From an optimization exercise on the open Yosys and OpenROAD flow, aimed at small area and a short achievable clock period; shortcuts taken in it are not production practice. At most, simulation tests tie the RTL to the original design; equivalence was not proved. Power figures rest on the tool's default switching activity, not on a simulated workload.

==> flow/design.v <==
module alu_reg (
  input clk,
  input [7:0] a,
  input [7:0] b,
  input [3:0] mode,
  output reg [7:0] s,
  output reg cout
);
  reg [7:0] a_q, b_q;
  reg [3:0] mode_q;
  wire [7:0] s_w;
  wire cout_w;
  alu_8_bits alu (.s(s_w), .cout(cout_w), .mode(mode_q), .a(a_q), .b(b_q));
  always @(posedge clk) begin
    a_q <= a;
    b_q <= b;
    mode_q <= mode;
    s <= s_w;
    cout <= cout_w;
  end
endmodule

`timescale 1ns / 1ps
module alu_rcs #(parameter W = 2) (x, y, dif, nb);
  input  [W-1:0] x, y;
  output [W-1:0] dif;
  output         nb;
  localparam L = (W > 8) ? 4 : (W > 4) ? 3 : (W > 2) ? 2 : 1;
  wire [W-1:0] yn = ~y;
  wire [W-1:0] g [0:L];
  wire [W-1:0] p [0:L];
  assign g[0] = (x & yn) | {{(W-1){1'b0}}, x[0] | yn[0]};
  assign p[0] = x | yn;
  genvar l, i;
  generate for (l = 0; l < L; l = l + 1) begin : lvl
    for (i = 0; i < W; i = i + 1) begin : bit_
      if ((i >> l) & 1) begin : join_
        localparam integer J = ((i >> l) << l) - 1;
        assign g[l+1][i] = g[l][i] | (p[l][i] & g[l][J]);
        assign p[l+1][i] = p[l][i] & p[l][J];
      end else begin : pass_
        assign g[l+1][i] = g[l][i];
        assign p[l+1][i] = p[l][i];
      end
    end
  end endgenerate
  assign dif = x ^ yn ^ {g[L][W-2:0], 1'b1};
  assign nb = g[L][W-1];
endmodule
module alu_pfa #(parameter W = 2) (x, y, sum, co);
  input  [W-1:0] x, y;
  output [W-1:0] sum;
  output         co;
  localparam L = (W > 8) ? 4 : (W > 4) ? 3 : (W > 2) ? 2 : 1;
  wire [W-1:0] g [0:L];
  wire [W-1:0] p [0:L];
  assign g[0] = x & y;
  assign p[0] = x | y;
  genvar l, i;
  generate for (l = 0; l < L; l = l + 1) begin : lvl
    for (i = 0; i < W; i = i + 1) begin : bit_
      if ((i >> l) & 1) begin : join_
        localparam integer J = ((i >> l) << l) - 1;
        assign g[l+1][i] = g[l][i] | (p[l][i] & g[l][J]);
        assign p[l+1][i] = p[l][i] & p[l][J];
      end else begin : pass_
        assign g[l+1][i] = g[l][i];
        assign p[l+1][i] = p[l][i];
      end
    end
  end endgenerate
  assign sum = x ^ y ^ {g[L][W-2:0], 1'b0};
  assign co = g[L][W-1];
endmodule
module alu_div4_step #(parameter W = 2) (t, d1, d2, d3, hz1, hz2, hz3, q, r);
  input  [W-1:0] t, d1, d2, d3;
  input          hz1, hz2, hz3;
  output [1:0]   q;
  output [W-1:0] r;
  wire [W-1:0] y1, y2, y3;
  wire c1, c2, c3;
  alu_rcs #(W) u1 (.x(t), .y(d1), .dif(y1), .nb(c1));
  alu_rcs #(W) u2 (.x(t), .y(d2), .dif(y2), .nb(c2));
  alu_rcs #(W) u3 (.x(t), .y(d3), .dif(y3), .nb(c3));
  wire ge1 = hz1 & c1;
  wire ge2 = hz2 & c2;
  wire ge3 = hz3 & c3;
  assign q = {ge2, ge3 | (ge1 & ~ge2)};
  assign r = ge3 ? y3 : ge2 ? y2 : ge1 ? y1 : t;
endmodule
module alu_mul9(m0, m1, m2, m3, p);
  input [8:0] m0;
  input [6:0] m1;
  input [4:0] m2;
  input [2:0] m3;
  output [8:0] p;
  wire mw1 = m0[6] ^ m1[4];
  wire mw2 = m0[6] & m1[4];
  wire mw3 = m0[7] ^ m1[5] ^ m2[3];
  wire mw4 = (m0[7] & m1[5]) | (m0[7] & m2[3]) | (m1[5] & m2[3]);
  wire mw5 = m0[4] ^ m1[2];
  wire mw6 = m0[4] & m1[2];
  wire mw7 = m0[5] ^ m1[3] ^ m2[1];
  wire mw8 = (m0[5] & m1[3]) | (m0[5] & m2[1]) | (m1[3] & m2[1]);
  wire mw9 = m2[2] ^ m3[0] ^ mw1;
  wire mw10 = (m2[2] & m3[0]) | (m2[2] & mw1) | (m3[0] & mw1);
  wire mw11 = m3[1] ^ mw3 ^ mw2;
  wire mw12 = (m3[1] & mw3) | (m3[1] & mw2) | (mw3 & mw2);
  wire mw13 = m0[2] ^ m1[0];
  wire mw14 = m0[2] & m1[0];
  wire mw15 = m0[3] ^ m1[1] ^ mw14;
  wire mw16 = (m0[3] & m1[1]) | (m0[3] & mw14) | (m1[1] & mw14);
  wire mw17 = m2[0] ^ mw5 ^ mw16;
  wire mw18 = (m2[0] & mw5) | (m2[0] & mw16) | (mw5 & mw16);
  wire mw19 = mw7 ^ mw6 ^ mw18;
  wire mw20 = (mw7 & mw6) | (mw7 & mw18) | (mw6 & mw18);
  wire mw21 = mw9 ^ mw8 ^ mw20;
  wire mw22 = (mw9 & mw8) | (mw9 & mw20) | (mw8 & mw20);
  wire mw23 = mw11 ^ mw10 ^ mw22;
  wire mw24 = (mw11 & mw10) | (mw11 & mw22) | (mw10 & mw22);
  wire mw25 = m0[8] ^ m1[6] ^ m2[4] ^ m3[2] ^ mw4 ^ mw12 ^ mw24;
  assign p = {mw25, mw23, mw21, mw19, mw17, mw15, mw13, m0[1], m0[0]};
endmodule
module alu_8_bits(s, cout, mode, a, b);
  input [7:0] a, b;
  input [3:0] mode;
  output [7:0] s;
  output cout;
  wire [15:0] m = 16'd1 << mode;
  wire sub = m[1] | m[14];
  wire [7:0] bb = b ^ {8{sub}};
  wire [7:0] p = a ^ bb;
  wire [8:0] c;
  assign c[0] = sub;
  genvar j;
  generate for (j = 0; j < 8; j = j + 1) begin : add_
    assign c[j+1] = (a[j] & bb[j]) | (p[j] & c[j]);
  end endgenerate
  wire [8:0] sum = {c[8] ^ sub, p ^ c[7:0]};
  wire eq = ~|p;
  wire gt = c[8] & ~&p;
  wire [7:0] g = a & b;
  wire G = m[8] | m[9] | m[11] | m[12];
  wire P = m[9] | m[10] | m[11] | m[13];
  wire inv = m[11] | m[12] | m[13];
  wire lg = m[8] | m[9] | m[10] | inv;
  wire [7:0] f = ((g & {8{G}}) | (p & {8{P}})) ^ {8{inv}};
  wire [7:0] b3s; wire b3c;
  alu_pfa #(8) b3a (.x({1'b0, b[7:1]}), .y(b), .sum(b3s), .co(b3c));
  wire [9:0] b3 = {b3c, b3s, b[0]};
  function [8:0] pick(input [1:0] d, input [8:0] b1, input [8:0] b3x);
    case (d)
      2'd0: pick = 9'd0;
      2'd1: pick = b1;
      2'd2: pick = {b1[7:0], 1'b0};
      default: pick = b3x;
    endcase
  endfunction
  wire [8:0] m0 = pick(a[1:0], {1'b0, b}, b3[8:0]);
  wire [8:0] m1 = pick(a[3:2], {1'b0, b}, b3[8:0]);
  wire [8:0] m2 = pick(a[5:4], {1'b0, b}, b3[8:0]);
  wire [8:0] m3 = pick(a[7:6], {1'b0, b}, b3[8:0]);
  wire [8:0] prod;
  alu_mul9 mul (.m0(m0), .m1(m1[6:0]), .m2(m2[4:0]), .m3(m3[2:0]), .p(prod));
  wire [1:0] qa, qb, qc, qd;
  wire [1:0] ra; wire [3:0] rb; wire [5:0] rc; wire [7:0] rd;
  alu_div4_step #(2) d3s (.t(a[7:6]), .d1(b[1:0]), .d2({b[0], 1'b0}), .d3(b3[1:0]),
    .hz1(b[7:2] == 0), .hz2(b[7:1] == 0), .hz3(b <= 8'd1), .q(qa), .r(ra));
  alu_div4_step #(4) d2s (.t({ra, a[5:4]}), .d1(b[3:0]), .d2({b[2:0], 1'b0}), .d3(b3[3:0]),
    .hz1(b[7:4] == 0), .hz2(b[7:3] == 0), .hz3(b <= 8'd5), .q(qb), .r(rb));
  alu_div4_step #(6) d1s (.t({rb, a[3:2]}), .d1(b[5:0]), .d2({b[4:0], 1'b0}), .d3(b3[5:0]),
    .hz1(b[7:6] == 0), .hz2(b[7:5] == 0), .hz3(b <= 8'd21), .q(qc), .r(rc));
  alu_div4_step #(8) d0s (.t({rc, a[1:0]}), .d1(b[7:0]), .d2({b[6:0], 1'b0}), .d3(b3[7:0]),
    .hz1(1'b1), .hz2(~b[7]), .hz3(b <= 8'd85), .q(qd), .r(rd));
  wire [7:0] quo = {qa, qb, qc, qd} & {8{|b}};
  wire ar  = m[0] | m[1];
  wire shl = m[4] | m[6];
  wire shr = m[5] | m[7];
  assign s = (sum[7:0] & {8{ar}}) | (prod[7:0] & {8{m[2]}}) | (quo & {8{m[3]}})
           | (f & {8{lg}}) | ({a[6:0], 1'b0} & {8{shl}}) | ({1'b0, a[7:1]} & {8{shr}})
           | {7'd0, (m[6] & a[7]) | (m[14] & gt) | (m[15] & eq)} | {m[7] & a[0], 7'd0};
  assign cout = (ar & sum[8]) | (m[2] & prod[8]) | (m[4] & a[7]) | inv;
endmodule
Settings: LEC_CHECK=0, ABC_AREA=1, CAP_MARGIN=20, CORE_MARGIN=2, CORE_UTILIZATION=40, CTS_BUF_LIST=sky130_fd_sc_hd__clkbuf_8, SETUP_SLACK_MARGIN=5, SLEW_MARGIN=20, TNS_END_PERCENT=0; clock period 11.0 ns.
standard.sh (not shown) runs the stock make flow with config.mk's settings and CLKGATE_MAP_FILE= SYNTH_SCRIPT=/design/flow/synth_recipe.tcl, a recipe that flattens the netlist after the stock synthesis.
==> flow/flow/run.sh <==
#!/bin/bash
set -euo pipefail
MARGIN=7
BUFCELL=sky130_fd_sc_hd__buf_1
sed -e "s/SETUP_SLACK_MARGIN=[-0-9.]*/SETUP_SLACK_MARGIN=${MARGIN}/" \
    -e "s/\"\\\${@:-finish}\"/BUFFER_PORTS_ARGS=\"-buffer_cell ${BUFCELL}\" SETUP_MOVE_SEQUENCE=unbuffer,sizeup,swap,clone,split \"\${@:-finish}\"/" \
    standard.sh > layout.sh
bash standard.sh synth > make_synth.log 2>&1
bash layout.sh > make_layout.log 2>&1
Edit:
--- a/flow/design.v
+++ b/flow/design.v
@@ -69,10 +69,36 @@
       end
     end
   end endgenerate
   assign sum = x ^ y ^ {g[L][W-2:0], 1'b0};
   assign co = g[L][W-1];
+endmodule
+module alu_pfc #(parameter N = 8) (x, y, ci, sum, co);
+  input  [N-1:0] x, y;
+  input          ci;
+  output [N-1:0] sum;
+  output         co;
+  localparam L = (N > 8) ? 4 : (N > 4) ? 3 : (N > 2) ? 2 : 1;
+  wire [N-1:0] g [0:L];
+  wire [N-1:0] p [0:L];
+  assign g[0] = (x & y) | {{(N-1){1'b0}}, (x[0] | y[0]) & ci};
+  assign p[0] = x | y;
+  genvar l, i;
+  generate for (l = 0; l < L; l = l + 1) begin : lvl
+    for (i = 0; i < N; i = i + 1) begin : bit_
+      if ((i >> l) & 1) begin : join_
+        localparam integer J = ((i >> l) << l) - 1;
+        assign g[l+1][i] = g[l][i] | (p[l][i] & g[l][J]);
+        assign p[l+1][i] = p[l][i] & p[l][J];
+      end else begin : pass_
+        assign g[l+1][i] = g[l][i];
+        assign p[l+1][i] = p[l][i];
+      end
+    end
+  end endgenerate
+  assign sum = x ^ y ^ {g[L][N-2:0], ci};
+  assign co = g[L][N-1];
 endmodule
 module alu_div4_step #(parameter W = 2) (t, d1, d2, d3, hz1, hz2, hz3, q, r);
   input  [W-1:0] t, d1, d2, d3;
   input          hz1, hz2, hz3;
   output [1:0]   q;
@@ -128,19 +154,15 @@
   output cout;
   wire [15:0] m = 16'd1 << mode;
   wire sub = m[1] | m[14];
   wire [7:0] bb = b ^ {8{sub}};
   wire [7:0] p = a ^ bb;
-  wire [8:0] c;
-  assign c[0] = sub;
-  genvar j;
-  generate for (j = 0; j < 8; j = j + 1) begin : add_
-    assign c[j+1] = (a[j] & bb[j]) | (p[j] & c[j]);
-  end endgenerate
-  wire [8:0] sum = {c[8] ^ sub, p ^ c[7:0]};
+  wire [7:0] s8; wire c8;
+  alu_pfc #(8) addsub (.x(a), .y(bb), .ci(sub), .sum(s8), .co(c8));
+  wire [8:0] sum = {c8 ^ sub, s8};
   wire eq = ~|p;
-  wire gt = c[8] & ~&p;
+  wire gt = c8 & ~&p;
   wire [7:0] g = a & b;
   wire G = m[8] | m[9] | m[11] | m[12];
   wire P = m[9] | m[10] | m[11] | m[13];
   wire inv = m[11] | m[12] | m[13];
   wire lg = m[8] | m[9] | m[10] | inv;
=> The changed run finished clean; area after synthesis grows by 2.9%; total power grows by 0.97%; final cell count grows by 1.6%; via count grows by 1.0%; non-clock buffer count shrinks by 7.
Function not checked in the second run of this note: the RTL went through the layout flow alone.

-- afterwards: timing with drivers on the ports --
In the flow no input, the clock included, has a driving cell. The finished layouts below were timed again as built, in two steps.
Step 1 (the two cells are an assumption about what drives the block):
set clk [get_ports {clk}]
set_driving_cell -lib_cell sky130_fd_sc_hd__clkbuf_16 $clk
set_driving_cell -lib_cell sky130_fd_sc_hd__buf_2 [delete_from_list [all_inputs] $clk]
Step 2 adds t to the input delays and takes it off the output delays; t is the mean of the earliest and latest rising clock arrival at the registers after step 1. Input paths then give back, and output paths get back, about the clock's delay inside the block.
Three values: ideal ports, drivers, drivers and shift; two values: the first two.
| run | shift t [ns] | setup slack, ns | worst register clock-pin slew, ns | worst data-port slew with drivers (ns) |
|---|---|---|---|---|
| the first run | 0.331 | 6.328 / 6.328 / 6.328 | 0.09 / 0.09 | 0.04 |
| the second run | 0.331 | 6.163 / 6.163 / 6.163 | 0.09 / 0.09 | 0.03 |
After both steps every run listed still meets setup and hold.
